This design comes from an exercise in tuning for small area, a short achievable clock period and few clock cycles on the open sky130 flow, not from production work.
In this exercise RTL edits were held to simulation tests only and were not proved equivalent to the original.
Power and IR drop assume default switching activity.

File: flow/design.v
module CHIP (	clk,
				rst_n,
				mem_read_D,
				mem_write_D,
				mem_addr_D,
				mem_wdata_D,
				mem_rdata_D,
				mem_ready_D,
				mem_read_I,
				mem_write_I,
				mem_addr_I,
				mem_wdata_I,
				mem_rdata_I,
				mem_ready_I,
				DCACHE_addr,
				DCACHE_wdata,
				DCACHE_wen,
				DCACHE_stall
			);
input			clk, rst_n;
output			mem_read_D;
output			mem_write_D;
output	[31:4]	mem_addr_D;
output	[127:0]	mem_wdata_D;
input	[127:0]	mem_rdata_D;
input			mem_ready_D;
output			mem_read_I;
output			mem_write_I;
output	[31:4]	mem_addr_I;
output	[127:0]	mem_wdata_I;
input	[127:0]	mem_rdata_I;
input			mem_ready_I;
output	[29:0]	DCACHE_addr;
output	[31:0]	DCACHE_wdata;
output			DCACHE_wen;
output			DCACHE_stall;
	RISCV_Pipeline i_RISCV(
		.clk         (clk),
		.rst_n       (rst_n),
		.mem_read_D  (mem_read_D),
		.mem_write_D (mem_write_D),
		.mem_addr_D  (mem_addr_D),
		.mem_wdata_D (mem_wdata_D),
		.mem_rdata_D (mem_rdata_D),
		.mem_ready_D (mem_ready_D),
		.mem_read_I  (mem_read_I),
		.mem_addr_I  (mem_addr_I),
		.mem_rdata_I (mem_rdata_I),
		.mem_ready_I (mem_ready_I),
		.DCACHE_addr (DCACHE_addr),
		.DCACHE_wdata(DCACHE_wdata),
		.DCACHE_wen  (DCACHE_wen),
		.DCACHE_stall(DCACHE_stall)
	);
	assign mem_write_I = 1'b0;
	assign mem_wdata_I = 128'd0;
endmodule
module Icache #(
    parameter SL = 2                   
) (
    input              clk,
    input              rst,
    input      [24:0]  pc_line,        
    input      [1:0]   pc_word,        
    input              no_req,         
    output             hit,            
    output     [27:0]  instr,          
    output reg         mem_read,
    output     [27:0]  mem_addr,
    input      [127:0] mem_rdata,
    input              mem_ready
);
localparam NS = 1 << SL;
localparam TW = 25 - SL;
reg [111:0]  d0 [0:NS-1];
reg [111:0]  d1 [0:NS-1];
reg [TW-1:0] t0 [0:NS-1];
reg [TW-1:0] t1 [0:NS-1];
reg [NS-1:0] v0, v1;
reg [NS-1:0] lru;                      
reg [3:0]    s0 [0:NS-1];              
reg [3:0]    s1 [0:NS-1];
function stopw(input [31:0] w);        
    reg [31:0] i;
    begin
        i = {w[7:0], w[15:8], w[23:16], w[31:24]};
        stopw = i[6] & ((~i[2] & i[31]) | (i[2] & ~i[3] & (i[11:7] == 5'd0)));
    end
endfunction
wire [3:0] mstop = {stopw(mem_rdata[127:96]), stopw(mem_rdata[95:64]),
                    stopw(mem_rdata[63:32]),  stopw(mem_rdata[31:0])};
function [27:0] pack(input [31:0] w);   
    reg [31:0] i;
    begin
        i = {w[7:0], w[15:8], w[23:16], w[31:24]};
        pack = {i[31:7], i[6], i[6] ? i[3:2] : i[5:4]};
    end
endfunction
wire [111:0] mpack = {pack(mem_rdata[127:96]), pack(mem_rdata[95:64]),
                      pack(mem_rdata[63:32]),  pack(mem_rdata[31:0])};
reg          busy;                     
reg [24:0]   rline;                    
assign mem_addr = {3'b000, rline};
wire [SL-1:0] set = pc_line[SL-1:0];
wire [TW-1:0] tag = pc_line[24:SL];
reg [NS-1:0] hs0, hs1;                 
reg [27:0]   wsel;                     
reg [3:0]    ssel;
integer q;
always @(*) begin
    wsel = 28'd0;
    ssel = 4'd0;
    for (q = 0; q < NS; q = q + 1) begin
        hs0[q] = v0[q] & (t0[q] == tag) & (set == q);
        hs1[q] = v1[q] & (t1[q] == tag) & (set == q);
        wsel = wsel | ({28{hs0[q]}} & d0[q][pc_word*28 +: 28]) | ({28{hs1[q]}} & d1[q][pc_word*28 +: 28]);
        ssel = ssel | ({4{hs0[q]}} & s0[q]) | ({4{hs1[q]}} & s1[q]);
    end
end
wire h0 = |hs0;
wire h1 = |hs1;
wire rmatch = (rline == pc_line);
wire arrive = busy & mem_ready & rmatch;
assign hit = h0 | h1 | arrive;
wire [27:0] wm = mpack[pc_word*28 +: 28];
assign instr = arrive ? wm : wsel;
wire [24:0]   nline = pc_line + 25'd1;
wire [SL-1:0] nset  = nline[SL-1:0];
wire [TW-1:0] ntag  = nline[24:SL];
wire npresent = (v0[nset] & (t0[nset] == ntag)) |
                (v1[nset] & (t1[nset] == ntag)) |
                ((busy | mem_read) & (rline == nline));
wire idle_next = busy ? mem_ready : ~mem_read;
wire inflight  = (busy | mem_read) & rmatch;
wire demand    = ~(h0 | h1) & ~inflight;
wire [3:0] lstop = arrive ? mstop : ssel;
wire [3:0] wmask = {1'b1, pc_word != 2'd3, pc_word[1] == 1'b0, pc_word == 2'd0};
wire prefetch  = hit & ~npresent & ~|(lstop & wmask);
wire issue     = idle_next & ~no_req & (demand | prefetch);
always @(posedge clk) begin
    if (rst) begin
        mem_read <= 1'b0;
        busy     <= 1'b0;
    end else begin
        mem_read <= issue;
        busy     <= mem_read | (busy & ~mem_ready);
    end
end
always @(posedge clk) begin
    if (idle_next) rline <= demand ? pc_line : nline;
end
wire          fill  = busy & mem_ready;
wire [SL-1:0] fset  = rline[SL-1:0];
wire          fway  = lru[fset];
genvar s;
generate
    for (s = 0; s < NS; s = s + 1) begin : g_set
        always @(posedge clk) begin
            if (fill && fset == s && !fway) begin
                d0[s] <= mpack;
                t0[s] <= rline[24:SL];
                s0[s] <= mstop;
            end
            if (fill && fset == s && fway) begin
                d1[s] <= mpack;
                t1[s] <= rline[24:SL];
                s1[s] <= mstop;
            end
        end
        always @(posedge clk) begin
            if (rst) begin
                v0[s]  <= 1'b0;
                v1[s]  <= 1'b0;
                lru[s] <= 1'b0;
            end else if (fill && fset == s) begin
                if (!fway) v0[s] <= 1'b1;
                else       v1[s] <= 1'b1;
                lru[s] <= ~fway;
            end else if (set == s && (h0 | h1)) begin
                lru[s] <= h0;
            end
        end
    end
endgenerate
endmodule
module Dcache (
    input              clk,
    input              rst,
    input      [31:0]  ex_base,        
    input      [31:0]  ex_off,
    input      [27:0]  ex_line,        
    input              ex_enter,       
    input              m_valid,
    input              m_load,
    input              m_store,
    input      [31:0]  m_addr,
    input      [31:0]  m_wdata,        
    output             m_stall,        
    output             m_stdone,       
    output             m_stwait,       
    output             m_sbhold,       
    input              m_xhold,        
    output             m_ltake,        
    output             lp_fill,        
    output     [31:0]  lp_data,        
    output     [31:0]  m_rdata,        
    output     [31:0]  m_rdline,       
    output             m_rdmem,        
    output reg         m_miss,         
    output reg         mem_read,
    output reg         mem_write,
    output reg [27:0]  mem_addr,
    output     [127:0] mem_wdata,
    input      [127:0] mem_rdata,
    input              mem_ready
);
function [31:0] bswap(input [31:0] v);
    bswap = {v[7:0], v[15:8], v[23:16], v[31:24]};
endfunction
reg [127:0]  d;
reg [27:0]   t;
reg          v, y;                     
reg          busy;                     
reg          rd;                       
reg          pend;                     
reg          lpv;                      
reg  [1:0]   lpw;                      
reg          sbv;                      
reg  [1:0]   sbw;
assign mem_wdata = d;
wire [31:0] ea = ex_base;
wire [31:0] eb = ex_off;
wire [4:0]  lo = {1'b0, ea[3:0]} + {1'b0, eb[3:0]};
wire [27:0] et  = m_miss ? m_addr[31:4] : ((sbv | lpv) ? mem_addr : t);
wire        ev  = m_miss | sbv | lpv | v;
wire [31:0] eg = ea & eb;
wire [31:0] ep = ea ^ eb;
wire [31:4] cin = {eg[30:4] | (ep[30:4] & ~et[26:0]), lo[4]};
wire ehit = ev & (&(ep[31:4] ^ et ^ ~cin));
wire [1:0] mword = m_addr[3:2];
wire   fill   = busy & rd & mem_ready;    
wire   fclean = fill & ~y;                 
wire   fdirty = fill & y;                  
wire   rdout  = mem_read | (busy & rd);    
wire   sbtake = m_valid & m_store & m_miss & rdout;
assign m_ltake = m_valid & m_load & m_miss & rdout & ~fill & ~m_xhold;
wire   mwait  = m_valid & (m_load | m_store) & m_miss & ~(fill & m_load) & ~sbtake & ~m_ltake;
assign m_stall = mwait | m_xhold;
assign lp_fill = lpv & fill;
assign lp_data = bswap(mem_rdata[lpw*32 +: 32]);
assign m_rdmem  = m_miss | pend;
assign m_rdline = bswap(d[mword*32 +: 32]);
assign m_rdata  = m_rdmem ? bswap(mem_rdata[mword*32 +: 32]) : m_rdline;
wire   st_hit = m_valid & m_store & ~m_miss;
assign m_stdone = m_valid & m_store & (~m_miss | sbtake);
assign m_stwait = m_miss & ~rdout;
assign m_sbhold = (sbv & ~fclean) | (lpv & ~fill) | (m_valid & (m_load | m_store) & m_miss & ~fill);
always @(posedge clk) begin
    if (rst) begin
        m_miss <= 1'b0;
    end else if (!m_stall) begin
        m_miss <= ex_enter & ~ehit;
    end else if (fill) begin
        m_miss <= 1'b0;
    end
end
wire idle_next = busy ? mem_ready : ~(mem_read | mem_write);
wire need_mem  = m_valid & (m_load | m_store) & m_miss & ~mem_read & ~(busy & rd);
wire need_ex   = ex_enter & ~ehit & ~m_stall;
wire do_read   = idle_next & ~fdirty & (need_mem | need_ex);
always @(posedge clk) begin
    if (fdirty)       mem_addr <= t;
    else if (do_read) mem_addr <= need_mem ? m_addr[31:4] : ex_line;
end
always @(posedge clk) begin
    if (rst) begin
        mem_read  <= 1'b0;
        mem_write <= 1'b0;
        busy      <= 1'b0;
        rd        <= 1'b0;
        pend      <= 1'b0;
        sbv       <= 1'b0;
        lpv       <= 1'b0;
    end else begin
        mem_read  <= do_read;
        mem_write <= fdirty;
        pend      <= fdirty;
        busy      <= mem_read | mem_write | (busy & ~mem_ready);
        if (mem_read)       rd <= 1'b1;
        else if (mem_ready) rd <= 1'b0;
        if (sbtake)              sbv <= 1'b1;
        else if (fclean | pend)  sbv <= 1'b0;
        if (m_ltake)             lpv <= 1'b1;
        else if (fill)           lpv <= 1'b0;
    end
end
always @(posedge clk) begin
    if (sbtake) sbw <= mword;
    if (m_ltake) lpw <= mword;
end
wire        lfill = fclean | pend;         
wire        wst   = sbv | m_stdone;
wire [1:0]  ww    = sbv ? sbw : mword;
wire [31:0] wd    = bswap(m_wdata);         
genvar k;
generate
    for (k = 0; k < 4; k = k + 1) begin : g_word
        wire [31:0] wbus = (lfill & ~(wst & ww == k)) ? mem_rdata[k*32 +: 32] : wd;
        always @(posedge clk) begin
            if (lfill | (st_hit & mword == k)) d[k*32 +: 32] <= wbus;
        end
    end
endgenerate
always @(posedge clk) begin
    if (fill) t <= mem_addr;
end
always @(posedge clk) begin
    if (rst) begin
        v <= 1'b0;
        y <= 1'b0;
    end else if (fill) begin
        v <= 1'b1;
        if (!y) y <= sbv | (m_valid & m_store);
    end else if (pend) begin
        y <= sbv | st_hit;
    end else if (st_hit) begin
        y <= 1'b1;
    end
end
endmodule
module RISCV_Pipeline (
    input          clk,
    input          rst_n,
    output         mem_read_D,
    output         mem_write_D,
    output [31:4]  mem_addr_D,
    output [127:0] mem_wdata_D,
    input  [127:0] mem_rdata_D,
    input          mem_ready_D,
    output         mem_read_I,
    output [31:4]  mem_addr_I,
    input  [127:0] mem_rdata_I,
    input          mem_ready_I,
    output [29:0]  DCACHE_addr,
    output [31:0]  DCACHE_wdata,
    output         DCACHE_wen,
    output         DCACHE_stall
);
function [31:0] bswap(input [31:0] v);
    bswap = {v[7:0], v[15:8], v[23:16], v[31:24]};
endfunction
wire rst = ~rst_n;
reg  [26:0] PC;
reg         ID_valid;
reg  [27:0] ID_instr;        
reg  [26:0] ID_PC;
reg         EX_valid;
reg  [31:0] EX_a, EX_b;        
reg  [31:0] EX_sd;             
reg  [26:0] EX_alt;           
reg  [4:0]  EX_rd;
reg         EX_we, EX_load, EX_store, EX_sub, EX_sra, EX_left;
reg         EX_radd, EX_rslt, EX_rxor, EX_ror, EX_rand, EX_rsh, EX_rlink;    
reg         EX_jalr, EX_branch, EX_bne, EX_pred;
reg         MEM_valid;
reg  [31:0] MEM_res, MEM_b;
reg  [4:0]  MEM_rd;
reg         MEM_we, MEM_load, MEM_store;
reg  [31:0] rf [1:31];
wire        m_stall, m_miss, m_stdone, m_stwait, m_sbhold, m_ltake, lp_fill;
wire [31:0] lp_data;
reg  [4:0]  lp_rd;             
wire        wconf;
wire [31:0] m_rdata, m_rdline;
wire        m_rdmem;
wire        ex_redir;
wire [26:0] ex_tgt;
wire        id_redir;
wire [26:0] id_tgt;
wire        ld_stall;
wire        front_hold = m_stall | (EX_valid & (EX_load | EX_store) & m_sbhold);
wire        ic_hit;
wire [27:0] ic_instr;
Icache #(.SL(1)) I_cache (
    .clk      (clk),
    .rst      (rst),
    .pc_line  (PC[26:2]),
    .pc_word  (PC[1:0]),
    .no_req   (ex_redir | id_redir),
    .hit      (ic_hit),
    .instr    (ic_instr),
    .mem_read (mem_read_I),
    .mem_addr (mem_addr_I),
    .mem_rdata(mem_rdata_I),
    .mem_ready(mem_ready_I)
);
wire [26:0] next_PC = ex_redir ? ex_tgt :
                      id_redir ? id_tgt :
                      ic_hit   ? PC + 27'd1 : PC;
always @(posedge clk) begin
    if (rst)                        PC <= 27'd0;
    else if (!front_hold && !ld_stall) PC <= next_PC;
end
always @(posedge clk) begin
    if (rst) ID_valid <= 1'b0;
    else if (!front_hold && !ld_stall) ID_valid <= ic_hit & ~ex_redir & ~id_redir;
end
always @(posedge clk) begin
    if (!front_hold && !ld_stall) begin
        ID_instr <= ic_instr;
        ID_PC    <= PC;
    end
end
wire [31:0] ins = {ID_instr[27:3], 7'd0};
wire [2:0]  knd = ID_instr[2:0];
wire [4:0]  rs1 = ins[19:15];
wire [4:0]  rs2 = ins[24:20];
wire [4:0]  rd  = ins[11:7];
wire [2:0]  f3  = ins[14:12];
wire i_R    = ~knd[2] &  knd[1] &  knd[0];
wire i_I    = ~knd[2] & ~knd[1] &  knd[0];
wire i_L    = ~knd[2] & ~knd[1] & ~knd[0];
wire i_S    = ~knd[2] &  knd[1] & ~knd[0];
wire i_B    =  knd[2] & ~knd[0];
wire i_JAL  =  knd[2] &  knd[1] &  knd[0];
wire i_JALR =  knd[2] & ~knd[1] &  knd[0];
wire use1 = ~i_JAL;
wire use2 = i_R | i_S | i_B;
wire wr   = (i_R | i_I | i_L | i_JAL | i_JALR) & (rd != 5'd0);
wire [31:0] ex_res;
wire [31:0] mem_res = MEM_load ? m_rdata : MEM_res;
wire [31:0] mem_fwd = MEM_load ? m_rdline : MEM_res;
wire ex_fw1  = EX_valid  & EX_we  & (EX_rd  == rs1);
wire ex_fw2  = EX_valid  & EX_we  & (EX_rd  == rs2);
wire mem_fw1 = MEM_valid & MEM_we & (MEM_rd == rs1);
wire mem_fw2 = MEM_valid & MEM_we & (MEM_rd == rs2);
wire [31:0] rf1 = (rs1 == 5'd0) ? 32'd0 : rf[rs1];
wire [31:0] rf2 = (rs2 == 5'd0) ? 32'd0 : rf[rs2];
wire [31:0] op1 = ex_fw1 ? ex_res : mem_fw1 ? mem_fwd : rf1;
wire [31:0] op2 = ex_fw2 ? ex_res : mem_fw2 ? mem_fwd : rf2;
wire   lp_dep = (lp_rd != 5'd0) & ((use1 & (lp_rd == rs1)) | (use2 & (lp_rd == rs2)));
wire   ml_dep = MEM_valid & MEM_load & MEM_we & m_rdmem &
                ((use1 & (MEM_rd == rs1)) | (use2 & (MEM_rd == rs2)));
assign ld_stall = ID_valid & ~ex_redir & ((EX_valid & EX_load & EX_we &
                  ((use1 & (EX_rd == rs1)) | (use2 & (EX_rd == rs2)))) | lp_dep | ml_dep);
wire [11:0] imm12 = i_S ? {ins[31:25], ins[11:7]} : ins[31:20];
wire [26:0] immJ  = {{9{ins[31]}}, ins[19:12], ins[20], ins[30:22]};      
wire [26:0] immB  = {{17{ins[31]}}, ins[7], ins[30:25], ins[11:9]};       
assign id_tgt   = ID_PC + (i_JAL ? immJ : immB);
wire   pred     = i_B & ins[31];               
assign id_redir = ID_valid & ~ld_stall & ~ex_redir & (i_JAL | pred);
wire [26:0] id_pc1 = ID_PC + 27'd1;
wire id_adv = ID_valid & ~ld_stall & ~ex_redir;
always @(posedge clk) begin
    if (rst) EX_valid <= 1'b0;
    else if (!front_hold) EX_valid <= id_adv;
end
wire        sub_op = (i_R & (f3 == 3'b000) & ins[30]) | ((i_R | i_I) & (f3 == 3'b010));
wire [31:0] bsel   = (i_R | i_B) ? op2 : {{20{imm12[11]}}, imm12};
wire        arith  = i_R | i_I;
always @(posedge clk) begin
    if (!front_hold) begin
        EX_a      <= op1;
        EX_b      <= bsel;
        EX_sd     <= op2;
        EX_alt    <= (i_B & ~pred) ? id_tgt : id_pc1;
        EX_rd     <= rd;
        EX_we     <= wr;
        EX_load   <= i_L;
        EX_store  <= i_S;
        EX_sub    <= sub_op;
        EX_sra    <= ins[30];
        EX_left   <= ~f3[2];
        EX_radd   <= ~(i_JAL | i_JALR) & ~(arith & (f3 != 3'b000));
        EX_rslt   <= arith & (f3 == 3'b010);
        EX_rxor   <= arith & (f3 == 3'b100);
        EX_ror    <= arith & (f3 == 3'b110);
        EX_rand   <= arith & (f3 == 3'b111);
        EX_rsh    <= arith & (f3[1:0] == 2'b01);
        EX_rlink  <= i_JAL | i_JALR;
        EX_jalr   <= i_JALR;
        EX_branch <= i_B;
        EX_bne    <= f3[0];
        EX_pred   <= pred;
    end
end
function [31:0] ks_add(input [31:0] a, input [31:0] b, input cin);
    reg [31:0] g, p, gg, pp, gn, pn;
    reg [32:0] c;
    integer i, d;
    begin
        g = a & (b ^ {32{cin}});
        p = a ^ b ^ {32{cin}};
        gg = g;
        pp = p;
        gg[0] = g[0] | (p[0] & cin);
        for (d = 1; d < 32; d = d * 2) begin
            gn = gg;
            pn = pp;
            for (i = d; i < 32; i = i + 1) begin
                gn[i] = gg[i] | (pp[i] & gg[i-d]);
                pn[i] = pp[i] & pp[i-d];
            end
            gg = gn;
            pp = pn;
        end
        ks_add = p ^ {gg[30:0], cin};
    end
endfunction
wire [31:0] sum = ks_add(EX_a, EX_b, EX_sub);
wire        slt = (EX_a[31] != EX_b[31]) ? EX_a[31] : sum[31];
wire [4:0]  shamt = EX_b[4:0];
wire        left  = EX_left;
reg  [31:0] shin;
integer j;
always @(*) for (j = 0; j < 32; j = j + 1) shin[j] = left ? EX_a[31-j] : EX_a[j];
wire        fillb = EX_sra & EX_a[31] & ~left;
wire [31:0] shr = $signed({fillb, shin}) >>> shamt;
reg  [31:0] shout;
always @(*) for (j = 0; j < 32; j = j + 1) shout[j] = left ? shr[31-j] : shr[j];
assign ex_res = ({32{EX_radd}}  & sum) |
                ({32{EX_rslt}}  & {31'd0, slt}) |
                ({32{EX_rxor}}  & (EX_a ^ EX_b)) |
                ({32{EX_ror}}   & (EX_a | EX_b)) |
                ({32{EX_rand}}  & (EX_a & EX_b)) |
                ({32{EX_rsh}}   & shout) |
                ({32{EX_rlink}} & {3'b000, EX_alt, 2'b00});
wire taken = (EX_a == EX_b) ^ EX_bne;
assign ex_redir = EX_valid & (EX_jalr | (EX_branch & (taken ^ EX_pred)));
assign ex_tgt   = EX_jalr ? sum[28:2] : EX_alt;
Dcache D_cache (
    .clk      (clk),
    .rst      (rst),
    .ex_base  (EX_a),
    .ex_off   (EX_b),
    .ex_line  (sum[31:4]),
    .ex_enter (EX_valid & (EX_load | EX_store) & ~front_hold),
    .m_valid  (MEM_valid),
    .m_load   (MEM_load),
    .m_store  (MEM_store),
    .m_addr   (MEM_res),
    .m_wdata  (MEM_b),
    .m_stall  (m_stall),
    .m_stdone (m_stdone),
    .m_stwait (m_stwait),
    .m_sbhold (m_sbhold),
    .m_xhold  (wconf),
    .m_ltake  (m_ltake),
    .lp_fill  (lp_fill),
    .lp_data  (lp_data),
    .m_rdata  (m_rdata),
    .m_rdline (m_rdline),
    .m_rdmem  (m_rdmem),
    .m_miss   (m_miss),
    .mem_read (mem_read_D),
    .mem_write(mem_write_D),
    .mem_addr (mem_addr_D),
    .mem_wdata(mem_wdata_D),
    .mem_rdata(mem_rdata_D),
    .mem_ready(mem_ready_D)
);
always @(posedge clk) begin
    if (rst) MEM_valid <= 1'b0;
    else if (!m_stall) MEM_valid <= EX_valid & ~front_hold;
end
always @(posedge clk) begin
    if (!m_stall) begin
        MEM_res   <= ex_res;
        MEM_rd    <= EX_rd;
        MEM_we    <= EX_we;
        MEM_load  <= EX_load;
        MEM_store <= EX_store;
    end
end
always @(posedge clk) begin
    if (EX_valid && EX_store && !front_hold) MEM_b <= EX_sd;
end
assign wconf = lp_fill & MEM_valid & MEM_we;
wire [4:0]  wr_rd   = lp_fill ? lp_rd : MEM_rd;
wire        wr_en   = lp_fill | (MEM_valid & MEM_we);
wire [31:0] wr_data = lp_fill ? lp_data : mem_res;
genvar r;
generate
    for (r = 1; r < 32; r = r + 1) begin : g_rf
        always @(posedge clk) begin
            if (wr_en && wr_rd == r) rf[r] <= wr_data;
        end
    end
endgenerate
always @(posedge clk) begin
    if (rst)                     lp_rd <= 5'd0;
    else if (m_ltake)            lp_rd <= MEM_we ? MEM_rd : 5'd0;
    else if (lp_fill)            lp_rd <= 5'd0;
    else if (MEM_valid && MEM_we && MEM_rd == lp_rd)
                                 lp_rd <= 5'd0;    
end
assign DCACHE_addr  = MEM_res[31:2];
assign DCACHE_wdata = bswap(MEM_b);
assign DCACHE_wen   = MEM_valid & MEM_store;
assign DCACHE_stall = m_stwait;
endmodule
File: flow/flow/run.sh
#!/bin/bash
# Layout flow: the standard ORFS flow (standard.sh), with the standard
# synthesis unchanged, port buffers of buf_2 cells and a larger setup margin
# for ORFS's timing repair in the later steps. Each step's full output goes
# to its own log in this folder (and ORFS's per-step logs under orfs/logs).
set -uo pipefail
bash standard.sh synth > synth.log 2>&1 || exit 1
bash standard.sh SETUP_SLACK_MARGIN=7 "BUFFER_PORTS_ARGS=-buffer_cell sky130_fd_sc_hd__buf_2" finish > layout.log 2>&1 || exit 1
File: flow/standard.sh
#!/bin/bash
# synth_recipe.tcl (not shown) runs the flow's synth.tcl, then flattens the netlist and writes it again
# the make line also repeats each setting of config.mk as NAME=value (left out here)
make -C /OpenROAD-flow-scripts/flow DESIGN_CONFIG=/design/flow/config.mk WORK_HOME=/design/flow/orfs CLKGATE_MAP_FILE= SYNTH_SCRIPT=/design/flow/synth_recipe.tcl "${@:-finish}"
File: flow/config.mk
export PLATFORM = sky130hd
export DESIGN_NAME = CHIP
export DESIGN_NICKNAME = CHIP
export VERILOG_FILES = /design/flow/design.v
export SDC_FILE = /design/flow/constraint.sdc
export NUM_CORES = 8
export LEC_CHECK = 0
export CAP_MARGIN = 60
export CORE_MARGIN = 2
export CORE_UTILIZATION = 55
export CTS_CLUSTER_DIAMETER = 80
export CTS_CLUSTER_SIZE = 20
export PLACE_DENSITY = 0.7
export SLEW_MARGIN = 60
export TNS_END_PERCENT = 20
File: flow/constraint.sdc
create_clock -name core_clock -period 11.0 [get_ports {clk}]
set_input_delay 2.2000 -clock core_clock [delete_from_list [all_inputs] [get_ports {clk}]]
set_output_delay 2.2000 -clock core_clock [all_outputs]
set_load 0.01 [all_outputs]
==> run summary, run 1 <==
net count of the finished layout=8792; count of standard-cell rows=159; number of top-level design ports=640; mean instance size in the synthesized netlist=13.2 sq um; share of the clock period used by the worst path=39.7%; flip-flop and latch count after synthesis=2089; Post-Place Cell Area=112000 sq um; Data arrival, critical path=5.08 ns; horizontal die dimension=439 um; number of enable-type register cells in the synthesized netlist=2037; area of all placed cells without fillers=119000 sq um; floorplan core area=188000 sq um; remaining design rule violation count=0; Least-Margin Pin Slew=0.733 ns; maximum VDD drop=0.156 mV; number of filler instances in the final layout=14100; type of the tightest min-delay check=flip-flop to flip-flop; worst path required time=11.71 ns; sequential cell area fraction in the yosys report=59.6%; total negative slack for setup checks=0 ns; Static Leak=40.3 nW; WS Path Type=flip-flop to flip-flop; max-cap check violation count=0; first-pass GRT wire length=604000 um; 1st-iter DRT viols=16500; height of the die=439 um; half-perimeter wire length after placement=280000 um; post-route antenna net violation count=0; share of synthesized flip-flops with an asynchronous set or reset=0%; power density relative to cell area=119 nW/um^2; number of buffers inserted during clock tree synthesis=133; Max Slew Vio Count=0; Max Fanout on Critical Path=24; Clock Tree Buf Depth=3; sinks on the clock net=2089; number of library cell types mapped by synthesis=97; Final Skew=0.0527 ns; total wire length after detailed routing=442000 um; P&R area growth vs syn=13.7%; worst skew pair latency=0.87 ns; maximum clock rate=0.229 GHz; fraction of final layout cells with drive strength greater than 1=24.0%; Max-Slew Margin vs Limit=51.1%; maximum number of pins on one net before global-route repair=82; CTS tree=done; Vias=83800; antenna violations before repair=56; clock transition at the registers of the reported paths=0.09 ns; cell area after technology mapping=104000 sq um; critical path endpoint category=flip-flop; Avg Vias per Cell=7.61; total global routing overflow=0; vias in the first global route=78900; Final Worst Setup Slack=6.63 ns; final setup violation count=0; count of final hold-check violations=0; gp weighted congestion=1.07; clock root buffer=sky130_fd_sc_hd__clkbuf_16; DR WL/cell=40.2 um; pre-CTS WS=5.80 ns; Total Die Area=193000 sq um; setup repair after global routing missed its margin=yes; final critical-path required period=4.37 ns; initial cell density of the core=55.4%; H-Tree Level Count=4; Top FF cell, synth=sky130_fd_sc_hd__edfxtp_1; sort of element at the start of the critical path=flip-flop; Ys Warns=42; global-route total usage across every layer=44.7%; status=complete, no violations; post-synthesis instance total=7906; number of search-and-repair iterations in the first detailed-routing pass=30; IO buf count=499
==> cell usage after synthesis (61+ instances only) <==
master | instances | area (sq um)
sky130_fd_sc_hd__a21oi_1 | 334 | 1670
sky130_fd_sc_hd__a221oi_1 | 162 | 1420
sky130_fd_sc_hd__a22o_1 | 150 | 1310
sky130_fd_sc_hd__a22oi_1 | 637 | 4780
sky130_fd_sc_hd__buf_1 | 75 | 282
sky130_fd_sc_hd__buf_4 | 173 | 1300
sky130_fd_sc_hd__clkbuf_1 | 439 | 1650
sky130_fd_sc_hd__edfxtp_1 | 2037 | 61200
sky130_fd_sc_hd__ha_1 | 95 | 1190
sky130_fd_sc_hd__inv_1 | 137 | 514
sky130_fd_sc_hd__mux2_2 | 171 | 1930
sky130_fd_sc_hd__mux2i_1 | 143 | 1430
sky130_fd_sc_hd__mux4_2 | 268 | 6040
sky130_fd_sc_hd__nand2_1 | 495 | 1860
sky130_fd_sc_hd__nand3_1 | 203 | 1020
sky130_fd_sc_hd__nand4_1 | 171 | 1070
sky130_fd_sc_hd__nor2_1 | 376 | 1410
sky130_fd_sc_hd__nor3_1 | 104 | 521
sky130_fd_sc_hd__o21ai_0 | 416 | 2080
sky130_fd_sc_hd__o22ai_1 | 61 | 382
sky130_fd_sc_hd__xnor2_1 | 294 | 2570
sky130_fd_sc_hd__xor2_1 | 154 | 1350
==> path summary, 6_finish.rpt <==
kind	startpoint	endpoint	slack [ns]	cells past startpoint
worst max-delay path	i_RISCV.ID_instr[20]	i_RISCV.EX_b[4]	6.63	11
worst min-delay path	i_RISCV.EX_sd[28]	i_RISCV.MEM_b[28]	0.42	0
worst max register to register	i_RISCV.ID_instr[20]	i_RISCV.EX_b[4]	6.63	11
worst min register to register	i_RISCV.EX_sd[28]	i_RISCV.MEM_b[28]	0.42	0
==> sequential cells by signal (all words and copies together), names as in the netlist, 48 cells and up <==
signal              count
i_RISCV.rf            992
i_RISCV.D_cache.d     128
i_RISCV.I_cache.d0    224
i_RISCV.I_cache.d1    224
i_RISCV.I_cache.t1     48
i_RISCV.I_cache.t0     48
==> through the flow <==
stage	cells	utilization (%)	hold slack (ns)	total power (W)
finish	11000	63.0	0.415	0.0141
global route	11000	63.0	0.412	0.0144
CTS	10900	62.3	0.411	0.0141
detailed placement	10600	59.7	0.405	0.00916
global placement	10600	58.5	0.406	0.00914
floorplan	8037	-	0.400	0.00904
==> routing by layer <==
metal | part of all wire, % | GRT usage [%] | up-vias
met5 | 0.11 | 0.596 | -
met4 | 9.2 | 30.1 | 42
met3 | 18 | 20.4 | 2339
met2 | 41 | 61.8 | 8688
met1 | 32 | 56.0 | 40600
li1 | - | - | 32100
==> cell usage in the layout, fill, tap and decap left out, drive strengths merged, types with 95 or more instances in the layout <==
cell / netlist / layout
edfxtp: 2037 / 2037
buf: 291 / 948
a22oi: 637 / 637
nand2: 495 / 495
o21ai: 427 / 427
nor2: 377 / 377
a21oi: 335 / 335
xnor2: 294 / 294
mux4: 275 / 275
nand3: 203 / 203
mux2: 173 / 173
nand4: 172 / 172
a221oi: 166 / 166
clkbuf: 440 / 163
xor2: 154 / 154
inv: 138 / 154
a22o: 150 / 150
mux2i: 143 / 143
conb: 1 / 132
nor3: 104 / 104
ha: 95 / 95
==> kinds of logic after synthesis <==
family	Yosys count	synth area share, %
flip-flops	2089	59.6
AND/OR/NAND/NOR	1619	7.41
multiplexers	591	9.21
buffers and inverters	873	3.84
adder cells (fa/ha/maj)	123	1.68
AO/OA/AOI/OAI	2162	14.5
other	1	0.00360
XOR/XNOR	448	3.76
==> where the power goes <==
part / total [W] / internal [W] / switching, W
Sequential: 0.00872 / 0.00868 / 0.0000401
Clock: 0.00516 / 0.00239 / 0.00278
Combinational: 0.000268 / 0.0000979 / 0.000170
Total: 0.0141 / 0.0112 / 0.00299
==> area by class of cell <==
class | instances | area (sq um) | area share, %
multi-input cells | 5075 | 41200 | 34.7
flip-flops and latches | 2089 | 62300 | 52.5
inverters | 142 | 569 | 0.480
repair buffers | 968 | 7380 | 6.23
diodes | 44 | 110 | 0.0929
clock buffers | 149 | 3450 | 2.91
well taps | 2495 | 3120 | 2.63
clock inverters | 41 | 498 | 0.420
==> critical path, cell delays in order, from the launching register on <==
cell and delay, ns:
sky130_fd_sc_hd__edfxtp_1 0.33, sky130_fd_sc_hd__buf_4 0.35, sky130_fd_sc_hd__or3b_2 0.62, sky130_fd_sc_hd__nor2_4 0.51
sky130_fd_sc_hd__buf_4 0.66, sky130_fd_sc_hd__a22oi_1 0.14, sky130_fd_sc_hd__nand2_1 0.12, sky130_fd_sc_hd__nor3_1 0.07
sky130_fd_sc_hd__a21oi_1 0.52, sky130_fd_sc_hd__o22a_1 0.58, sky130_fd_sc_hd__o21ai_1 0.17, sky130_fd_sc_hd__nand3_1 0.11
==> timing repair <==
item / CTS / global route
pin swaps: 20 / 21
gates resized for setup: 97 / 60
setup endpoints to repair: 508 / 599
hold endpoints to repair: 0 / 0
hold buffers: 0 / 0
cloned: 5 / 2
setup buffers: 59 / 36
Testbench counts, summed over its fixed seeds: cycles 375,983.
==> run 2, diff against run 1 <==
--- a/flow/config.mk
+++ b/flow/config.mk
@@ -7,9 +7,8 @@
 export LEC_CHECK = 0
 export CAP_MARGIN = 60
 export CORE_MARGIN = 2
-export CORE_UTILIZATION = 55
+export CORE_UTILIZATION = 50
 export CTS_CLUSTER_DIAMETER = 80
 export CTS_CLUSTER_SIZE = 20
-export PLACE_DENSITY = 0.7
 export SLEW_MARGIN = 60
-export TNS_END_PERCENT = 20
+export TNS_END_PERCENT = 5
==> run 2 against run 1 <==
First-iteration DRC count decreased by 11%. Synthesized cell count unchanged. Worst setup slack improved by 0.17 ns. Combinational power about the same. Sequential share of layout area decreased by 0.55 points. Register-to-register slack improved by 0.17 ns. Worst hold slack improved by 0.0081 ns. Wire length increased by 3.8%. Non-clock buffer count increased by 25. Sequential power about the same. Highest routed layer unchanged. Global-route usage decreased by 2.8 points.
==> run summary, run 2 <==
Clock Tree Buf Depth=3; cell area after technology mapping=104000 sq um; final critical-path required period=4.20 ns; maximum VDD drop=0.183 mV; max-cap check violation count=0; maximum clock rate=0.238 GHz; share of the clock period used by the worst path=38.2%; number of enable-type register cells in the synthesized netlist=2037; post-route antenna net violation count=0; worst skew pair latency=0.86 ns; status=complete, no violations; Final Worst Setup Slack=6.80 ns; # hold bufs at CTS=0; largest registers=i_RISCV.rf x992, i_RISCV.I_cache.d0 x224, i_RISCV.I_cache.d1 x224; H-Tree Level Count=4; total negative slack for setup checks=0 ns; CTS tree=done; number of library cell types mapped by synthesis=97; share of synthesized flip-flops with an asynchronous set or reset=0%; Top FF cell, synth=sky130_fd_sc_hd__edfxtp_1; gp weighted congestion=1.02; power dissipated by switching net loads=0.00307 W; dominant cell type by area after synthesis=sky130_fd_sc_hd__edfxtp_1; proportion of power drawn by flip-flops and latches=60.5%; worst path required time=11.73 ns; Total Die Area=212000 sq um; WS Path Type=flip-flop to flip-flop; area fraction of the dominant cell type after synthesis=58.6%; type of the tightest min-delay check=flip-flop to flip-flop; antenna violations before repair=64; sinks on the clock net=2089; clock root buffer=sky130_fd_sc_hd__clkbuf_16; fraction of final layout cells with drive strength greater than 1=24.5%; total global routing overflow=0; global-route total usage across every layer=41.9%; remaining design rule violation count=0; Final Skew=0.0446 ns; most numerous cell types in the synthesized netlist=sky130_fd_sc_hd__edfxtp_1 (2037), sky130_fd_sc_hd__a22oi_1 (637), sky130_fd_sc_hd__nand2_1 (495); number of buffers inserted during clock tree synthesis=136; Static Leak=40.6 nW; horizontal die dimension=461 um; Max-Slew Margin vs Limit=12.5%; sequential cell area fraction in the yosys report=59.6%; part of the total power dissipated in combinational logic=1.8%; sort of element at the start of the critical path=flip-flop; Hold Slack=0.423 ns; mean instance size in the synthesized netlist=13.2 sq um; 1st-iter DRT viols=14700; part of the total power dissipated in the clock network=37.6%; power density relative to cell area=120 nW/um^2; largest cells by area after synthesis=sky130_fd_sc_hd__edfxtp_1 (59%), sky130_fd_sc_hd__mux4_2 (5.8%), sky130_fd_sc_hd__a22oi_1 (4.6%); initial cell density of the core=50.3%; net count of the finished layout=8824; Least-Margin Pin Slew=1.31 ns; Max Fanout on Critical Path=23; number of search-and-repair iterations in the first detailed-routing pass=11; most repeated cell in the gate-level netlist after synthesis=sky130_fd_sc_hd__edfxtp_1; setup repair after global routing missed its margin=yes; floorplan core area=207000 sq um; Data arrival, critical path=4.93 ns; Vias=82700; max reg flops=992; Top reg by flops=i_RISCV.rf; Avg Vias per Cell=7.30; most used cells in the layout excluding fill and tap cells=sky130_fd_sc_hd__edfxtp_1 (2037), sky130_fd_sc_hd__a22oi_1 (637), sky130_fd_sc_hd__buf_2 (501); final setup violation count=0; clock transition at the registers of the reported paths=0.09 ns; internal power=0.0113 W; Ys Warns=42; commonest non-fill, non-tap cell in the layout=sky130_fd_sc_hd__edfxtp_1; IO buf count=499; height of the die=461 um; total wire length after detailed routing=459000 um; Max Slew Vio Count=0; maximum number of pins on one net before global-route repair=73; flip-flop and latch count after synthesis=2089; vias in the first global route=77500; P&R area growth vs syn=14.8%; critical path endpoint category=flip-flop; count of final hold-check violations=0; first-pass GRT wire length=616000 um; pre-CTS WS=5.36 ns; post-synthesis instance total=7906; Net Sw Frac=21.3%; half-perimeter wire length after placement=288000 um; count of standard-cell rows=167; number of top-level design ports=640; DR WL/cell=40.5 um
-- run 2: cell counts after synthesis --
No cell type changed its count.
-- run 2: cells by family (layout without fill, tap and decap cells) --
group	after synthesis	count (layout)	synth area share, %
AO/OA/AOI/OAI	2162	2162	14.5
XOR/XNOR	448	448	3.76
adder cells (fa/ha/maj)	123	123	1.68
buffers and inverters	873	1346	3.84
flip-flops	2089	2089	59.6
multiplexers	591	591	9.21
other	1	163	0.00360
AND/OR/NAND/NOR	1619	1622	7.41
-- run 2: per-layer routing --
metal | vias up | part of all wire [%] | global-route usage [%]
met5 | - | 0.092 | 0
met4 | 72 | 7.8 | 25.8
met3 | 1834 | 16 | 16.7
met2 | 7506 | 42 | 59.2
met1 | 41100 | 35 | 53.8
li1 | 32200 | - | -
-- run 2: path summary, 6_finish.rpt --
path              slack [ns]                end                 start  cells after the start
hold reg to reg         0.42  i_RISCV.MEM_b[31]     i_RISCV.EX_sd[31]                      0
setup reg to reg        6.80    i_RISCV.EX_b[6]  i_RISCV.ID_instr[19]                     12
setup / recovery        6.80    i_RISCV.EX_b[6]  i_RISCV.ID_instr[19]                     12
hold / removal          0.42  i_RISCV.MEM_b[31]     i_RISCV.EX_sd[31]                      0
-- run 2: worst max-delay path: stages, from the launching register on --
cell and delay [ns]:
sky130_fd_sc_hd__edfxtp_1 0.32, sky130_fd_sc_hd__buf_4 0.36, sky130_fd_sc_hd__or3b_2 0.63, sky130_fd_sc_hd__nor2_4 0.33, sky130_fd_sc_hd__buf_6 0.22, sky130_fd_sc_hd__buf_4 0.47
sky130_fd_sc_hd__a22oi_1 0.17, sky130_fd_sc_hd__nand2_1 0.09, sky130_fd_sc_hd__nor3_1 0.06, sky130_fd_sc_hd__a21oi_2 0.46, sky130_fd_sc_hd__nor2_1 0.18, sky130_fd_sc_hd__a21oi_1 0.45
sky130_fd_sc_hd__mux2_2 0.25
-- run 2: per-stage QoR --
stage          utilization, %  instance area (sq um)  power, W  instances
2_1_floorplan               -                 105000   0.00904       8037
3_3_place_gp             53.2                 110000   0.00915      10800
3_5_place_dp             54.4                 113000   0.00915      10900
4_1_cts                  56.9                 118000    0.0144      11200
5_1_grt                  57.8                 120000    0.0147      11300
6_report                 57.8                 120000    0.0144      11300
-- run 2: power groups by stage --
stage	registers, W	clock network, W	logic (W)
global route	0.00872	0.00569	0.000281
finish	0.00871	0.00542	0.000265
CTS	0.00871	0.00543	0.000259
global placement	0.00889	0	0.000253
floorplan	0.00889	0	0.000145
detailed placement	0.00890	0	0.000258
-- run 2: area by class of cell --
| class | count | area [sq um] |
|---|---|---|
| Multi-Input combinational cell | 5078 | 41300 |
| Timing Repair Buffer | 993 | 7850 |
| Fill cell | 16800 | 87500 |
| Inverter | 142 | 574 |
| Clock buffer | 164 | 3660 |
| Sequential cell | 2089 | 62200 |
| Antenna cell | 31 | 77.6 |
| Timing Repair inverter | 1 | 8.76 |
| Tap cell | 2788 | 3490 |
| Clock inverter | 46 | 582 |
-- run 2: what timing repair did --
action | in CTS | in global routing
endpoints found under the setup margin | 1033 | 534
resized for setup | 87 | 118
pin swaps | 19 | 30
buffers inserted | 51 | 81
cloned | 7 | 7
==> run 3, diff against run 2 <==
--- a/flow/design.v
+++ b/flow/design.v
@@ -361,7 +361,7 @@
 reg  [4:0]  EX_rd;
 reg         EX_we, EX_load, EX_store, EX_sub, EX_sra, EX_left;
 reg         EX_radd, EX_rslt, EX_rxor, EX_ror, EX_rand, EX_rsh, EX_rlink;    
-reg         EX_jalr, EX_branch, EX_bne, EX_pred;
+reg         EX_jalr, EX_branch, EX_bne, EX_pred;    
 reg         MEM_valid;
 reg  [31:0] MEM_res, MEM_b;
 reg  [4:0]  MEM_rd;
@@ -446,9 +446,12 @@
 wire [11:0] imm12 = i_S ? {ins[31:25], ins[11:7]} : ins[31:20];
 wire [26:0] immJ  = {{9{ins[31]}}, ins[19:12], ins[20], ins[30:22]};      
 wire [26:0] immB  = {{17{ins[31]}}, ins[7], ins[30:25], ins[11:9]};       
-assign id_tgt   = ID_PC + (i_JAL ? immJ : immB);
+wire   ret      = i_JALR & (rs1 == 5'd1) & (ins[31:20] == 12'd0) & ~ex_fw1;
+wire [31:0] x1v = mem_fw1 ? mem_fwd : rf[1];
+wire [26:0] jtgt = ID_PC + (i_JAL ? immJ : immB);
+assign id_tgt   = ret ? x1v[28:2] : jtgt;
 wire   pred     = i_B & ins[31];               
-assign id_redir = ID_valid & ~ld_stall & ~ex_redir & (i_JAL | pred);
+assign id_redir = ID_valid & ~ld_stall & ~ex_redir & (i_JAL | pred | ret);
 wire [26:0] id_pc1 = ID_PC + 27'd1;
 wire id_adv = ID_valid & ~ld_stall & ~ex_redir;
 always @(posedge clk) begin
@@ -463,7 +466,7 @@
         EX_a      <= op1;
         EX_b      <= bsel;
         EX_sd     <= op2;
-        EX_alt    <= (i_B & ~pred) ? id_tgt : id_pc1;
+        EX_alt    <= (i_B & ~pred) ? jtgt : id_pc1;
         EX_rd     <= rd;
         EX_we     <= wr;
         EX_load   <= i_L;
@@ -478,7 +481,7 @@
         EX_rand   <= arith & (f3 == 3'b111);
         EX_rsh    <= arith & (f3[1:0] == 2'b01);
         EX_rlink  <= i_JAL | i_JALR;
-        EX_jalr   <= i_JALR;
+        EX_jalr   <= i_JALR & ~ret;
         EX_branch <= i_B;
         EX_bne    <= f3[0];
         EX_pred   <= pred;
--- a/flow/config.mk
+++ b/flow/config.mk
@@ -11,4 +11,4 @@
 export CTS_CLUSTER_DIAMETER = 80
 export CTS_CLUSTER_SIZE = 20
 export SLEW_MARGIN = 60
-export TNS_END_PERCENT = 5
+export TNS_END_PERCENT = 20
==> run 3 against run 2 <==
Die area rose by 0.69%. Clock skew fell by 0.0024 ns. Critical endpoint is now i_RISCV.rf[21][15]. Final area rose by 1.0%. Maximum frequency fell by 0.87%. Combinational power rose by 2%. Flip-flop and latch count did not move. Synthesized area rose by 0.70%. First-iteration DRC count rose by 6.5%. Sequential power barely moved. Final cell count rose by 1.1%. Synthesized cell count rose by 1.1%. Via count rose by 1.9%.
==> run summary, run 3 <==
Avg Vias per Cell=7.36; Layout Utilization=57.8%; count of standard-cell rows=168; cell area after technology mapping=105000 sq um; largest family of logic cells by synthesized area=compound AO/OA/AOI/OAI gates; Max Fanout on Critical Path=40; mean instance size in the synthesized netlist=13.1 sq um; Top reg by flops=i_RISCV.rf; worst reg2reg path depth=12; number of search-and-repair iterations in the first detailed-routing pass=13; first-pass GRT wire length=635000 um; commonest non-fill, non-tap cell in the layout=sky130_fd_sc_hd__edfxtp_1; most repeated cell in the gate-level netlist after synthesis=sky130_fd_sc_hd__edfxtp_1; height of the die=462 um; total power of the final layout=0.0145 W; internal power=0.0114 W; sinks on the clock net=2089; remaining design rule violation count=0; largest cells by area after synthesis=sky130_fd_sc_hd__edfxtp_1 (58%), sky130_fd_sc_hd__mux4_2 (5.8%), sky130_fd_sc_hd__a22oi_1 (3.6%); largest registers=i_RISCV.rf x992, i_RISCV.I_cache.d0 x224, i_RISCV.I_cache.d1 x224; Least-Margin Pin Slew=0.741 ns; number of cells traversed by the worst hold path=0; number of library cell types mapped by synthesis=98; initial cell density of the core=50.2%; flip-flop and latch count after synthesis=2089; final critical-path required period=4.24 ns; floorplan core area=209000 sq um; number of enable-type register cells in the synthesized netlist=2037; critical path endpoint category=flip-flop; worst skew pair latency=0.87 ns; Clock Tree Buf Depth=3; maximum number of pins on one net before global-route repair=71; DR WL/cell=41.1 um; vias in the first global route=78400; clock root buffer=sky130_fd_sc_hd__clkbuf_16; number of top-level design ports=640; max-cap check violation count=0; max reg flops=992; status=complete, no violations; post-route antenna net violation count=0; P&R area growth vs syn=15.2%; gp weighted congestion=1.02; maximum clock rate=0.236 GHz; pre-CTS WS=5.57 ns; fraction of final layout cells with drive strength greater than 1=24.8%; 1st-iter DRT viols=15600; part of the total power dissipated in the clock network=38.0%; sort of element at the start of the critical path=input port; Ys Warns=42; horizontal die dimension=462 um; half-perimeter wire length after placement=296000 um; Max-Slew Margin vs Limit=50.6%; WS Path Type=input port to flip-flop; clock transition at the registers of the reported paths=0.08 ns; part of the total power dissipated in combinational logic=1.9%; share of the clock period used by the worst path=38.5%; final setup violation count=0; CTS tree=done; Final Skew=0.0422 ns; post-synthesis instance total=7992; most numerous cell types in the synthesized netlist=sky130_fd_sc_hd__edfxtp_1 (2037), sky130_fd_sc_hd__nand2_1 (544), sky130_fd_sc_hd__a22oi_1 (500); post-synthesis compound-gate area fraction=14.7%; # hold bufs at CTS=0; count of final hold-check violations=0; Static Leak=41.6 nW; share of synthesized cell area in and, or, nand and nor gates=7.67%; antenna violations before repair=52; total wire length after detailed routing=470000 um; power dissipated by switching net loads=0.00312 W; Final Worst Setup Slack=6.76 ns; dominant cell type by area after synthesis=sky130_fd_sc_hd__edfxtp_1; IO buf count=499; post-synthesis mux area share=9.32%; number of buffers inserted during clock tree synthesis=136; Data arrival, critical path=4.74 ns; area fraction of the dominant cell type after synthesis=58.2%; most used cells in the layout excluding fill and tap cells=sky130_fd_sc_hd__edfxtp_1 (2037), sky130_fd_sc_hd__nand2_1 (532), sky130_fd_sc_hd__buf_2 (509); total global routing overflow=0; net count of the finished layout=8932; type of the tightest min-delay check=flip-flop to flip-flop; share of synthesized flip-flops with an asynchronous set or reset=0%; H-Tree Level Count=4; Total Die Area=214000 sq um; power density relative to cell area=120 nW/um^2; Top FF cell, synth=sky130_fd_sc_hd__edfxtp_1; sequential cell area fraction in the yosys report=59.2%; total negative slack for setup checks=0 ns; share of the synthesized netlist area taken by xor and xnor gates=3.55%; Net Sw Frac=21.5%; maximum VDD drop=0.187 mV; Layout Cells excl Fill=11500; proportion of power drawn by flip-flops and latches=60.2%; worst path required time=11.50 ns; arithmetic-cell share of the synthesized area counting full adders, half adders and majority gates=1.67%; Vias=84200; global-route total usage across every layer=42.4%; setup repair after global routing missed its margin=yes; Max Slew Vio Count=0; placed cells=11100
==> run 3: timing repair <==
action / in CTS / in global routing
gates cloned: 9 / 9
hold endpoints to repair: 0 / 0
buffers inserted: 47 / 70
setup endpoints to repair: 377 / 302
pin swaps: 19 / 28
gates resized for setup: 92 / 114
==> run 3: logic make-up (layout without fill, tap and decap cells) <==
logic type / Yosys count / after routing
compound gates: 2198 / 2202
flops: 2089 / 2089
simple gates: 1676 / 1676
buf+inv: 881 / 1365
mux: 598 / 598
xor+xnor: 426 / 426
fa+ha+maj: 123 / 123
other cells: 1 / 170
==> run 3: power by group through the flow <==
stage / Combinational (W) / Sequential [W] / Clock, W
final: 0.000270 / 0.00871 / 0.00550
after global routing: 0.000286 / 0.00872 / 0.00575
after CTS: 0.000263 / 0.00871 / 0.00550
after detailed placement: 0.000262 / 0.00890 / 0
after global placement: 0.000253 / 0.00890 / 0
after floorplan: 0.000148 / 0.00889 / 0
==> run 3: final timing paths <==
kind                                           start                 end  slack (ns)
worst min register to register     i_RISCV.EX_sd[24]   i_RISCV.MEM_b[24]        0.42
worst max register to register  i_RISCV.ID_instr[16]    i_RISCV.EX_b[30]        6.77
worst max-delay path                     mem_ready_D  i_RISCV.rf[21][15]        6.76
worst min-delay path               i_RISCV.EX_sd[24]   i_RISCV.MEM_b[24]        0.42
==> run 3: routing by layer <==
metal	vias to the layer above	wire length [um]	track usage, %
li1	32700	-	-
met1	41800	165000	54.6
met2	7712	196000	60.6
met3	2070	70500	16.0
met4	46	38600	26.2
met5	-	505	0.178
==> run 3: area by class of cell <==
type | count | area (sq um)
Antenna cell | 38 | 95.1
Clock buffer | 149 | 3550
Timing Repair inverter | 2 | 17.5
Clock inverter | 51 | 752
Fill cell | 16800 | 88200
Multi-Input combinational cell | 5157 | 42100
Inverter | 143 | 594
Sequential cell | 2089 | 62300
Timing Repair Buffer | 1020 | 8090
Tap cell | 2805 | 3510
==> run 3: stage by stage <==
step / cell area (sq um) / hold WS, ns
4_1_cts: 119000 / 0.421
3_3_place_gp: 111000 / 0.405
2_1_floorplan: 106000 / 0.400
3_5_place_dp: 114000 / 0.405
5_1_grt: 121000 / 0.425
6_report: 121000 / 0.425
==> run 3: critical path: stages <==
cell and delay (ns):
sky130_fd_sc_hd__buf_2 0.14, sky130_fd_sc_hd__nand3_4 0.16, sky130_fd_sc_hd__nor2_4 0.14, sky130_fd_sc_hd__buf_12 0.32, sky130_fd_sc_hd__nand2_1 0.10, sky130_fd_sc_hd__o21ai_0 0.23
sky130_fd_sc_hd__nand2_1 0.37, sky130_fd_sc_hd__nor2_4 0.17, sky130_fd_sc_hd__buf_6 0.20, sky130_fd_sc_hd__buf_8 0.19, sky130_fd_sc_hd__buf_6 0.43
Testbench counts of run 3, summed over its fixed seeds: cycles 359,853.
==> run 4, diff against run 3 <==
--- a/flow/design.v
+++ b/flow/design.v
@@ -353,6 +353,8 @@
 reg  [26:0] PC;
 reg         ID_valid;
 reg  [27:0] ID_instr;        
+reg  [3:0]  ID_s1h, ID_s2h;   
+reg  [7:0]  ID_s1l, ID_s2l;   
 reg  [26:0] ID_PC;
 reg         EX_valid;
 reg  [31:0] EX_a, EX_b;        
@@ -408,6 +410,10 @@
 always @(posedge clk) begin
     if (!front_hold && !ld_stall) begin
         ID_instr <= ic_instr;
+        ID_s1h   <= 4'd1 << ic_instr[15:14];
+        ID_s1l   <= 8'd1 << ic_instr[13:11];
+        ID_s2h   <= 4'd1 << ic_instr[20:19];
+        ID_s2l   <= 8'd1 << ic_instr[18:16];
         ID_PC    <= PC;
     end
 end
@@ -434,8 +440,16 @@
 wire ex_fw2  = EX_valid  & EX_we  & (EX_rd  == rs2);
 wire mem_fw1 = MEM_valid & MEM_we & (MEM_rd == rs1);
 wire mem_fw2 = MEM_valid & MEM_we & (MEM_rd == rs2);
-wire [31:0] rf1 = (rs1 == 5'd0) ? 32'd0 : rf[rs1];
-wire [31:0] rf2 = (rs2 == 5'd0) ? 32'd0 : rf[rs2];
+reg  [31:0] rf1, rf2;
+integer q;
+always @(*) begin
+    rf1 = 32'd0;
+    rf2 = 32'd0;
+    for (q = 1; q < 32; q = q + 1) begin
+        rf1 = rf1 | ({32{ID_s1h[q/8] & ID_s1l[q%8]}} & rf[q]);
+        rf2 = rf2 | ({32{ID_s2h[q/8] & ID_s2l[q%8]}} & rf[q]);
+    end
+end
 wire [31:0] op1 = ex_fw1 ? ex_res : mem_fw1 ? mem_fwd : rf1;
 wire [31:0] op2 = ex_fw2 ? ex_res : mem_fw2 ? mem_fwd : rf2;
 wire   lp_dep = (lp_rd != 5'd0) & ((use1 & (lp_rd == rs1)) | (use2 & (lp_rd == rs2)));
==> run 4 against run 3 <==
Worst setup slack better by 0.050 ns. Count of clock-buffer cells in the layout up 2. Critical path depth is 1 lower. Synthesized cell count about the same. Final cell count down 0.70%. Die area increased by 1.7%. Combinational power is 2% lower. Sequential share of layout area increased by 0.27 points. Synthesized area grew 1.7%. Largest power group unchanged.
==> run summary, run 4 <==
multi-input combinational cell area=42500 sq um; Top reg by flops=i_RISCV.rf; total wire length after detailed routing=487000 um; height of the die=466 um; floorplan core area=212000 sq um; mean instance size in the synthesized netlist=13.4 sq um; count of standard-cell rows=169; critical path endpoint category=flip-flop; share of the clock period used by the worst path=38.1%; Clock Tree Buf Depth=3; post-route antenna net violation count=0; maximum number of pins on one net before global-route repair=99; worst path required time=11.44 ns; clock transition at the registers of the reported paths=0.08 ns; first-pass GRT wire length=653000 um; dominant cell type by area after synthesis=sky130_fd_sc_hd__edfxtp_1; critical hold path startpoint=i_RISCV.EX_sd[25]; maximum VDD drop=0.188 mV; number of filler instances in the final layout=17100; Layout Cells excl Fill=11400; number of cells traversed by the worst hold path=0; most used cells in the layout excluding fill and tap cells=sky130_fd_sc_hd__edfxtp_1 (2061), sky130_fd_sc_hd__buf_2 (511), sky130_fd_sc_hd__nand2_1 (416); share of synthesized flip-flops with an asynchronous set or reset=0%; Max-Slew Margin vs Limit=53.1%; Total Die Area=217000 sq um; Least-Margin Pin Slew=0.696 ns; Data arrival, critical path=4.63 ns; power density relative to cell area=118 nW/um^2; P&R area growth vs syn=13.9%; net count of the finished layout=8852; setup repair after global routing missed its margin=yes; Static Leak=42.2 nW; sinks on the clock net=2113; largest registers=i_RISCV.rf x992, i_RISCV.I_cache.d0 x224, i_RISCV.I_cache.d1 x224; Vias=85100; final setup violation count=0; number of top-level design ports=640; number of search-and-repair iterations in the first detailed-routing pass=13; pre-CTS WS=5.66 ns; setup slack of the worst register-to-register path=6.81 ns; reg-to-reg endpoint=i_RISCV.EX_sd[3]; Max Slew Vio Count=0; status=complete, no violations; commonest non-fill, non-tap cell in the layout=sky130_fd_sc_hd__edfxtp_1; Ys Warns=10; fraction of final layout cells with drive strength greater than 1=25.2%; initial cell density of the core=50.3%; area taken by flip-flops and latches=63000 sq um; half-perimeter wire length after placement=313000 um; count of final hold-check violations=0; reg-to-reg startpoint=i_RISCV.EX_a[27]; Top FF cell, synth=sky130_fd_sc_hd__edfxtp_1; most repeated cell in the gate-level netlist after synthesis=sky130_fd_sc_hd__edfxtp_1; number of buffers inserted during clock tree synthesis=135; WS Path Type=flip-flop to flip-flop; IO buf count=499; CTS tree=done; vias in the first global route=79300; sink of the worst hold path=i_RISCV.MEM_b[25]; met3 capacity usage during global routing=18.4%; maximum clock rate=0.239 GHz; sort of element at the start of the critical path=flip-flop; most numerous cell types in the synthesized netlist=sky130_fd_sc_hd__edfxtp_1 (2061), sky130_fd_sc_hd__clkbuf_1 (445), sky130_fd_sc_hd__nand2_1 (432); antenna violations before repair=56; Avg Vias per Cell=7.48; max-cap check violation count=0; layer carrying the most global-route usage=met2; max reg flops=992; Final Worst Setup Slack=6.81 ns; number of enable-type register cells in the synthesized netlist=2061; largest cells by area after synthesis=sky130_fd_sc_hd__edfxtp_1 (58%), sky130_fd_sc_hd__mux4_2 (5.9%), sky130_fd_sc_hd__a221oi_1 (2.7%); final critical-path required period=4.19 ns; area fraction of the dominant cell type after synthesis=57.9%; post-synthesis instance total=7986; flip-flop and latch count after synthesis=2113; worst reg2reg path depth=10; placed cells=11000; 1st-iter DRT viols=16400; number of library cell types mapped by synthesis=107; remaining design rule violation count=0; worst skew pair latency=0.88 ns; clock root buffer=sky130_fd_sc_hd__clkbuf_16; met2 usage in global routing=60.8%; H-Tree Level Count=4; total negative slack for setup checks=0 ns; Final Skew=0.0447 ns; gp weighted congestion=0.993; horizontal die dimension=466 um; global-route total usage across every layer=43.4%; met1 routing resource usage after global routing=55.0%; type of the tightest min-delay check=flip-flop to flip-flop; cell area after technology mapping=107000 sq um; Max Fanout on Critical Path=7; sequential cell area fraction in the yosys report=58.9%; total global routing overflow=0; DR WL/cell=42.8 um
==> run 4: changes by cell type in the layout (fill, tap and decap cells not counted), sizes merged, moves of 53 or more <==
| cell | delta |
|---|---|
| a21oi | -132 |
| a221oi | +107 |
| a22o | +108 |
| a22oi | -202 |
| and2 | +66 |
| nand2 | -113 |
| nor2 | -65 |
| o21ai | -53 |
==> run 4: final cells by class <==
class                           instances  share of cell area [%]
Clock buffer                          151                    2.96
Clock inverter                         41                   0.400
Multi-Input combinational cell       5022                    34.9
Tap cell                             2821                    2.90
Inverter                              196                   0.647
Antenna cell                           29                  0.0596
Sequential cell                      2113                    51.7
Timing Repair Buffer                 1001                    6.42
==> run 4: report_power, final <==
group / leakage [nW] / total [W] / switching [W] / internal (W)
combinational: 20.3 / 0.000264 / 0.000166 / 0.0000978
clock: 1.99 / 0.00533 / 0.00287 / 0.00246
sequential: 19.9 / 0.00881 / 0.0000351 / 0.00877
total: 42.2 / 0.0144 / 0.00307 / 0.0113
==> run 4: worst max-delay path, cell delays in order (launching register included) <==
cell	delay (ns)
sky130_fd_sc_hd__edfxtp_1	0.54
sky130_fd_sc_hd__buf_4	0.25
sky130_fd_sc_hd__buf_4	0.20
sky130_fd_sc_hd__mux4_2	0.51
sky130_fd_sc_hd__mux4_2	0.46
sky130_fd_sc_hd__and2_1	0.17
sky130_fd_sc_hd__a311oi_2	0.43
sky130_fd_sc_hd__o21ai_1	0.16
sky130_fd_sc_hd__a221o_1	0.49
sky130_fd_sc_hd__nand2_1	0.14
sky130_fd_sc_hd__nand2_1	0.41
==> run 4: per-layer routing <==
metal  vias to the layer above  wire (um)  share of wire, %
met1                     42100     167000                34
met4                        48      42100               8.6
met3                      2159      79100                16
met2                      8110     198000                41
met5                         -        327             0.067
li1                      32600          -                 -
==> run 4: cells by family (layout without fill, tap and decap cells) <==
family	Yosys count	after routing	synth area share, %
flip-flops	2113	2113	58.9
AO/OA/AOI/OAI	2092	2092	14.6
AND/OR/NAND/NOR	1605	1606	7.61
buffers and inverters	983	1389	4.16
multiplexers	638	638	9.50
XOR/XNOR	431	431	3.57
adder cells (fa/ha/maj)	123	123	1.64
other	1	161	0.00351
==> run 4: worst max path at each step <==
stage                     startpoint                  endpoint  cells after the start  slack, ns
floorplan                mem_ready_I  i_RISCV.I_cache.d0[1][0]                      2       4.73
CTS                 i_RISCV.EX_a[29]            i_RISCV.PC[18]                     14       6.88
global route             mem_ready_D         i_RISCV.rf[1][16]                      9       6.88
global placement         mem_ready_D         i_RISCV.EX_sd[12]                     10       5.19
finish              i_RISCV.EX_a[27]          i_RISCV.EX_sd[3]                     10       6.81
detailed placement       mem_ready_D          i_RISCV.EX_sd[3]                     10       5.66
==> run 4: what timing repair did <==
item                                    CTS  global route
pin swaps                                17            32
gates resized for setup                 115            99
setup buffers                            55            37
endpoints found under the setup margin  361           691
endpoints found under the hold margin     0             0
hold buffers                              0             0
gates cloned                              4             5
==> run 4: through the flow <==
step	hold slack, ns	area [sq um]	utilization (%)	power, W
2_1_floorplan	0.400	108000	-	0.00913
3_3_place_gp	0.405	113000	53.1	0.00924
3_5_place_dp	0.405	115000	54.3	0.00925
4_1_cts	0.422	120000	56.8	0.0144
5_1_grt	0.429	122000	57.3	0.0147
6_report	0.420	122000	57.3	0.0144
Testbench counts of run 4, summed over its fixed seeds: cycles 359,853.
==> run 5, diff against run 4 <==
--- a/flow/design.v
+++ b/flow/design.v
@@ -503,7 +503,6 @@
 end
 function [31:0] ks_add(input [31:0] a, input [31:0] b, input cin);
     reg [31:0] g, p, gg, pp, gn, pn;
-    reg [32:0] c;
     integer i, d;
     begin
         g = a & (b ^ {32{cin}});
@@ -593,14 +592,14 @@
     if (EX_valid && EX_store && !front_hold) MEM_b <= EX_sd;
 end
 assign wconf = lp_fill & MEM_valid & MEM_we;
-wire [4:0]  wr_rd   = lp_fill ? lp_rd : MEM_rd;
-wire        wr_en   = lp_fill | (MEM_valid & MEM_we);
 wire [31:0] wr_data = lp_fill ? lp_data : mem_res;
 genvar r;
 generate
     for (r = 1; r < 32; r = r + 1) begin : g_rf
+        wire we_mem = MEM_valid & MEM_we & (MEM_rd == r);
+        wire we_lp  = (lp_rd == r);
         always @(posedge clk) begin
-            if (wr_en && wr_rd == r) rf[r] <= wr_data;
+            if (lp_fill ? we_lp : we_mem) rf[r] <= wr_data;
         end
     end
 endgenerate
==> run 5 against run 4 <==
Synthesized area decreased by 0.90%. Worst hold slack improved by 0.0012 ns. Non-clock buffer count increased by 48. Clock skew increased by 0.010 ns. Combinational power increased by 2%. Die area decreased by 0.89%. Clock power decreased by 2%. First-iteration DRC count increased by 1.4%. Still clean. Sequential power about the same. Largest cell class unchanged. Via count decreased by 0.28%. Wire length decreased by 3.1%. Critical path depth unchanged.
==> run summary, run 5 <==
status=complete, no violations; height of the die=464 um; cell area after technology mapping=106000 sq um; biggest cell delay along the critical path=0.36 ns; flip-flop and latch count after synthesis=2113; maximum number of pins on one net before global-route repair=94; mean instance size in the synthesized netlist=13.4 sq um; max reg flops=992; share of the clock period used by the worst path=38.7%; remaining design rule violation count=0; half-perimeter wire length after placement=301000 um; final critical-path required period=4.26 ns; vias in the first global route=78500; final setup violation count=0; sequential cell area fraction in the yosys report=59.4%; internal power=0.0112 W; net count of the finished layout=8843; Clock Tree Buf Depth=3; Total Die Area=216000 sq um; sort of element at the start of the critical path=input port; post-synthesis instance total=7931; area fraction of the dominant cell type after synthesis=58.4%; Layout Cells excl Fill=11300; dominant cell type by area after synthesis=sky130_fd_sc_hd__edfxtp_1; global-route total usage across every layer=42.4%; proportion of power drawn by flip-flops and latches=61.5%; Top reg by flops=i_RISCV.rf; first-pass GRT wire length=637000 um; Max-Slew Margin vs Limit=52.2%; gp weighted congestion=1.02; max-cap check violation count=0; power dissipated by switching net loads=0.00309 W; critical path endpoint category=flip-flop; number of top-level design ports=640; clock root buffer=sky130_fd_sc_hd__clkbuf_16; worst skew pair latency=0.87 ns; slowest library cell on the worst path=sky130_fd_sc_hd__o22ai_4; number of filler instances in the final layout=16700; Final Skew=0.0547 ns; type of the tightest min-delay check=flip-flop to flip-flop; # hold bufs at CTS=0; most numerous cell types in the synthesized netlist=sky130_fd_sc_hd__edfxtp_1 (2061), sky130_fd_sc_hd__clkbuf_1 (463), sky130_fd_sc_hd__nand2_1 (446); placed cells=11000; largest cells by area after synthesis=sky130_fd_sc_hd__edfxtp_1 (58%), sky130_fd_sc_hd__mux4_2 (5.8%), sky130_fd_sc_hd__a22oi_1 (2.8%); clock transition at the registers of the reported paths=0.09 ns; kind of cell adding the most delay to the critical path=buffers and inverters; DR WL/cell=41.6 um; Net Sw Frac=21.6%; Static Leak=41.5 nW
-- run 5: changes by cell type after synthesis, sizes merged, moves of 19 or more --
cell and delta:
a221o -21, nand3 +44, a32o +27, xor2 -70
xnor2 +71, a22o -36, nand2b +20, buf -19
o21ai +51, inv -63, mux2 -29, a221oi -24
a22oi +93
-- run 5: path summary, 6_finish.rpt --
kind	cells past startpoint	start	slack, ns	to
min	0	i_RISCV.EX_sd[29]	0.42	i_RISCV.MEM_b[29]
max reg2reg	12	i_RISCV.EX_a[8]	6.74	i_RISCV.EX_b[5]
max	10	mem_ready_D	6.74	i_RISCV.rf[20][27]
min reg2reg	0	i_RISCV.EX_sd[29]	0.42	i_RISCV.MEM_b[29]
-- run 5: routing by layer --
| layer | track usage (%) | up-vias | routed length [um] | part of all wire (%) |
|---|---|---|---|---|
| met3 | 17.2 | 2172 | 77200 | 16 |
| met5 | 0.423 | - | 516 | 0.11 |
| met4 | 26.8 | 60 | 39600 | 8.4 |
| li1 | - | 32500 | - | - |
| met2 | 59.4 | 8264 | 192000 | 41 |
| met1 | 54.4 | 41800 | 162000 | 34 |
-- run 5: what timing repair did --
action                                 4_1_cts  5_1_grt
pin swaps                                   45       33
cloned                                       7        4
endpoints found under the hold margin        0        0
buffers inserted                            94       57
gates resized for setup                    198      110
setup endpoints to repair                  558      395
-- run 5: cell type report --
cell class                      instances  area [sq um]  area share (%)
Clock inverter                         45           529           0.434
Clock buffer                          148          3450            2.83
Tap cell                             2805          3510            2.88
Timing Repair Buffer                 1049          8830            7.24
Multi-Input combinational cell       5028         42100            34.5
Antenna cell                           15          37.5          0.0308
Inverter                              135           557           0.457
Sequential cell                      2113         63000            51.6
-- run 5: kinds of logic after synthesis --
| kind of cell | synth area share (%) |
|---|---|
| simple gates | 7.80 |
| buf+inv | 3.96 |
| compound gates | 14.6 |
| xor+xnor | 3.57 |
| fa+ha+maj | 1.65 |
| mux | 9.02 |
| flops | 59.4 |
| other cells | 0.00354 |
-- run 5: metrics by stage --
step / cell area [sq um] / setup WS [ns] / util (%) / hold slack, ns / power (W)
4_1_cts: 120000 / 6.88 / 57.3 / 0.424 / 0.0143
3_5_place_dp: 115000 / 5.49 / 54.5 / 0.405 / 0.00925
3_3_place_gp: 112000 / 5.07 / 53.2 / 0.403 / 0.00924
2_1_floorplan: 107000 / 4.73 / - / 0.400 / 0.00914
5_1_grt: 122000 / 6.76 / 58.1 / 0.437 / 0.0146
6_report: 122000 / 6.74 / 58.1 / 0.422 / 0.0143
-- run 5: power groups by stage --
| stage | combinational, W | clock, W | sequential (W) |
|---|---|---|---|
| final | 0.000268 | 0.00524 | 0.00881 |
| after CTS | 0.000261 | 0.00524 | 0.00881 |
| after global routing | 0.000284 | 0.00550 | 0.00881 |
| after detailed placement | 0.000259 | 0 | 0.00899 |
| after global placement | 0.000252 | 0 | 0.00899 |
| after floorplan | 0.000148 | 0 | 0.00899 |
Testbench counts of run 5, summed over its fixed seeds: cycles 359,853.

Setup slack of run 5, layout unchanged: 6.740 ns with ideal ports, 6.742 ns with driving cells assumed (clock clkbuf_16, inputs buf_2), 5.868 ns with port delays also shifted by the 0.953 ns mid clock arrival.
